This is an optimization exercise on Yosys and OpenROAD, whose aim is small area, a short achievable clock period and few clock cycles per item, not a production implementation. The RTL was checked by simulation tests, not by an equivalence proof against the original design.

== run A ==
Design lut_master, start of the top module:
module lut_master #(parameter data_width = 16) (
		input wire clk,
		input wire reset,
		input wire req,
		input wire [8 - 1 : 0] lut_handle,
		input wire [data_width - 1 : 0] req_arg,
		output wire [data_width - 1 : 0] data_out,
		output reg valid,
		output reg invalid_request
	);
Settings: LEC_CHECK=0, ABC_AREA=1, CAP_MARGIN=20, CORE_MARGIN=2, CORE_UTILIZATION=45, PLACE_DENSITY=0.6, SETUP_SLACK_MARGIN=2.25, SLEW_MARGIN=20, SYNTH_MEMORY_MAX_BITS=70000; clock period 8.0 ns.
standard.sh (not shown) runs the stock make flow with config.mk's settings and CLKGATE_MAP_FILE= SYNTH_SCRIPT=/design/flow/synth_recipe.tcl, a recipe that flattens the netlist after the stock synthesis.
==> flow/flow/run.sh <==
#!/bin/bash
# Standard layout, with two changes: the input and output ports are buffered
# by buf_4 cells instead of the delay buffers buffer_ports picks by default,
# and synthesis leaves the adders to abc instead of mapping them to the
# platform's full/half adder cells (the registers are the standard ones).
set -euo pipefail
bash standard.sh "BUFFER_PORTS_ARGS=-buffer_cell sky130_fd_sc_hd__buf_4" "ADDER_MAP_FILE=" finish > make_finish.log 2>&1
Testbench counts of run A, summed over its fixed seeds: cycles 12,008, items 12,000.
## Diff of input files: run B against run A
# run A
export LEC_CHECK = 0
export ABC_AREA = 1
export CAP_MARGIN = 20
export CORE_MARGIN = 2
export CORE_UTILIZATION = 45
export PLACE_DENSITY = 0.6
export SETUP_SLACK_MARGIN = 2.25
export SLEW_MARGIN = 20
export SYNTH_MEMORY_MAX_BITS = 70000
create_clock -name core_clock -period 8.0 [get_ports {clk}]
# run B
export LEC_CHECK = 0
export ABC_AREA = 1
export CAP_MARGIN = 20
export CORE_MARGIN = 2
export CORE_UTILIZATION = 55
export PLACE_DENSITY = 0.65
export SETUP_SLACK_MARGIN = 2.0
export SLEW_MARGIN = 20
export SYNTH_MEMORY_MAX_BITS = 70000
create_clock -name core_clock -period 8.0 [get_ports {clk}]
--- outcome ---
Compared run B against run A; number of nets produced by synthesis within noise.
Design area, run A and run B: lower on run B
Comparing overall global routing resource usage for run A and run B, the smaller number came from run A.
Buffer count excluding the clock tree in the final layout was lower in the run labelled run B.
Of the two values seen for type of the worst setup path, primary input to register was produced by run A and register to primary output by run B.
Summary of run B over run A: met1 layer wirelength in the final routing fell by 1.7%, maximum fanout encountered on the critical timing path fell 40, number of detailed-routing iterations run before antenna repair saw an increase.
Relative to run B, the following input files were edited for run C:
# run B
export LEC_CHECK = 0
export ABC_AREA = 1
export CAP_MARGIN = 20
export CORE_MARGIN = 2
export CORE_UTILIZATION = 55
export PLACE_DENSITY = 0.65
export SETUP_SLACK_MARGIN = 2.0
export SLEW_MARGIN = 20
export SYNTH_MEMORY_MAX_BITS = 70000
create_clock -name core_clock -period 8.0 [get_ports {clk}]
# run C
export LEC_CHECK = 0
export ABC_AREA = 1
export CAP_MARGIN = 20
export CORE_MARGIN = 2
export CORE_UTILIZATION = 45
export PLACE_DENSITY = 0.6
export SLEW_MARGIN = 20
export SYNTH_MEMORY_MAX_BITS = 70000
create_clock -name core_clock -period 8.0 [get_ports {clk}]
==> flow/flow/run.sh <==
#!/bin/bash
# Standard layout, with the input and output ports buffered by buf_4 cells
# instead of the delay buffers buffer_ports picks by default.
set -euo pipefail
bash standard.sh "BUFFER_PORTS_ARGS=-buffer_cell sky130_fd_sc_hd__buf_4" finish > make_finish.log 2>&1
==> notes.md <==
- When run C is set beside run B, its utilization turns out to be 8.6 points smaller.
- Re number of setup violations in the final report: no difference whatsoever between run B and run C.
- The main combinational cell family by area after synthesis comes out adder cells in one run and simple AND/OR/NAND/NOR gates in the other, namely in run C and run B respectively.
- Area occupied by multi-input gates (higher): run B
- Run C: all stages complete, timing, DRC and antenna checks passed
- Going from run B to run C, shortest period the worst path allows grows by 920 ps.
- Lower total via count after detailed routing among run B and run C: run C
- Run C vs run B: cell count down in run C
- Relative to run B, largest fanout of any net on the critical path increased by 13 in run C.
- In run C, total length of routed met3 wires is lower than in run B.
[inputs] run D vs run C
# run C
export LEC_CHECK = 0
export ABC_AREA = 1
export CAP_MARGIN = 20
export CORE_MARGIN = 2
export CORE_UTILIZATION = 45
export PLACE_DENSITY = 0.6
export SLEW_MARGIN = 20
export SYNTH_MEMORY_MAX_BITS = 70000
create_clock -name core_clock -period 8.0 [get_ports {clk}]
# run D
export LEC_CHECK = 0
export ABC_AREA = 1
export CAP_MARGIN = 20
export CORE_MARGIN = 2
export CORE_UTILIZATION = 45
export PLACE_DENSITY = 0.6
export SETUP_SLACK_MARGIN = 1.75
export SLEW_MARGIN = 20
export SYNTH_MEMORY_MAX_BITS = 70000
create_clock -name core_clock -period 8.0 [get_ports {clk}]
==> flow/flow/run.sh <==
#!/bin/bash
# Standard layout, with two changes: the input and output ports are buffered
# by buf_4 cells instead of the delay buffers buffer_ports picks by default,
# and synthesis leaves the adders to abc instead of mapping them to the
# platform's full/half adder cells (the registers are the standard ones).
set -euo pipefail
bash standard.sh "BUFFER_PORTS_ARGS=-buffer_cell sky130_fd_sc_hd__buf_4" "ADDER_MAP_FILE=" finish > make_finish.log 2>&1
## What came out
Comparing run D and run C, the lower multi-input combinational area share is on run C. Diff run C -> run D: placeable core area grew by 22%; synthesized-area fraction occupied by adder cells shrank by 32 points; worst hold slack held steady; count of standard-cell rows grew by about 11%. Run D vs run C, total buffers and inverters traversed by the critical path went down by 4. | basic-gate share of the synthesized area counting and, or, nand and nor cells | run D vs run C | 30 points higher |. The maximum clock frequency of run D is higher than that of run C. Between run D and run C, it is run D whose number of distinct library cell variants in the gate-level netlist after synthesis is higher, by 19. Die height, run D and run C: smaller value in run C.

-- afterwards: timing with drivers on the ports --
No port has a modelled driver above. Below, the same layouts with a new extraction and two added sets of constraints.
Step 1 assumes that a clkbuf_16 drives the clock port and a buf_2 every other input.
Step 2 moves the port delays by t, midway between the first and last clock arrival at a register: inputs arrive t later, outputs are due t later. That takes back most of the time a late clock gives input paths.
Slacks: ideal ports / drivers / drivers and shift; pairs: ideal ports / drivers.
| run | shift t [ns] | setup slack, ns | hold slack, ns | slew at the worst register clock pin (ns) | worst data-port slew with drivers (ns) |
|---|---|---|---|---|---|
| run A | 0.352 | 2.421 / 2.386 / 2.034 | 0.473 / 0.473 / 0.473 | 0.08 / 0.08 | 0.08 |
| run B | 0.351 | 1.162 / 1.112 / 1.463 | 0.486 / 0.486 / 0.486 | 0.08 / 0.08 | 0.04 |
| run C | 0.331 | 0.244 / 0.263 / -0.068 | 0.471 / 0.471 / 0.471 | 0.06 / 0.06 | 0.04 |
| run D | 0.356 | 2.004 / 2.025 / 1.668 | 0.473 / 0.473 / 0.473 | 0.08 / 0.08 | 0.04 |
Met with ideal ports but missed after step 2: setup timing in run C. For run A, which loses most, drivers alone change the setup slack by -0.035 ns; drivers and shift together by -0.387 ns.
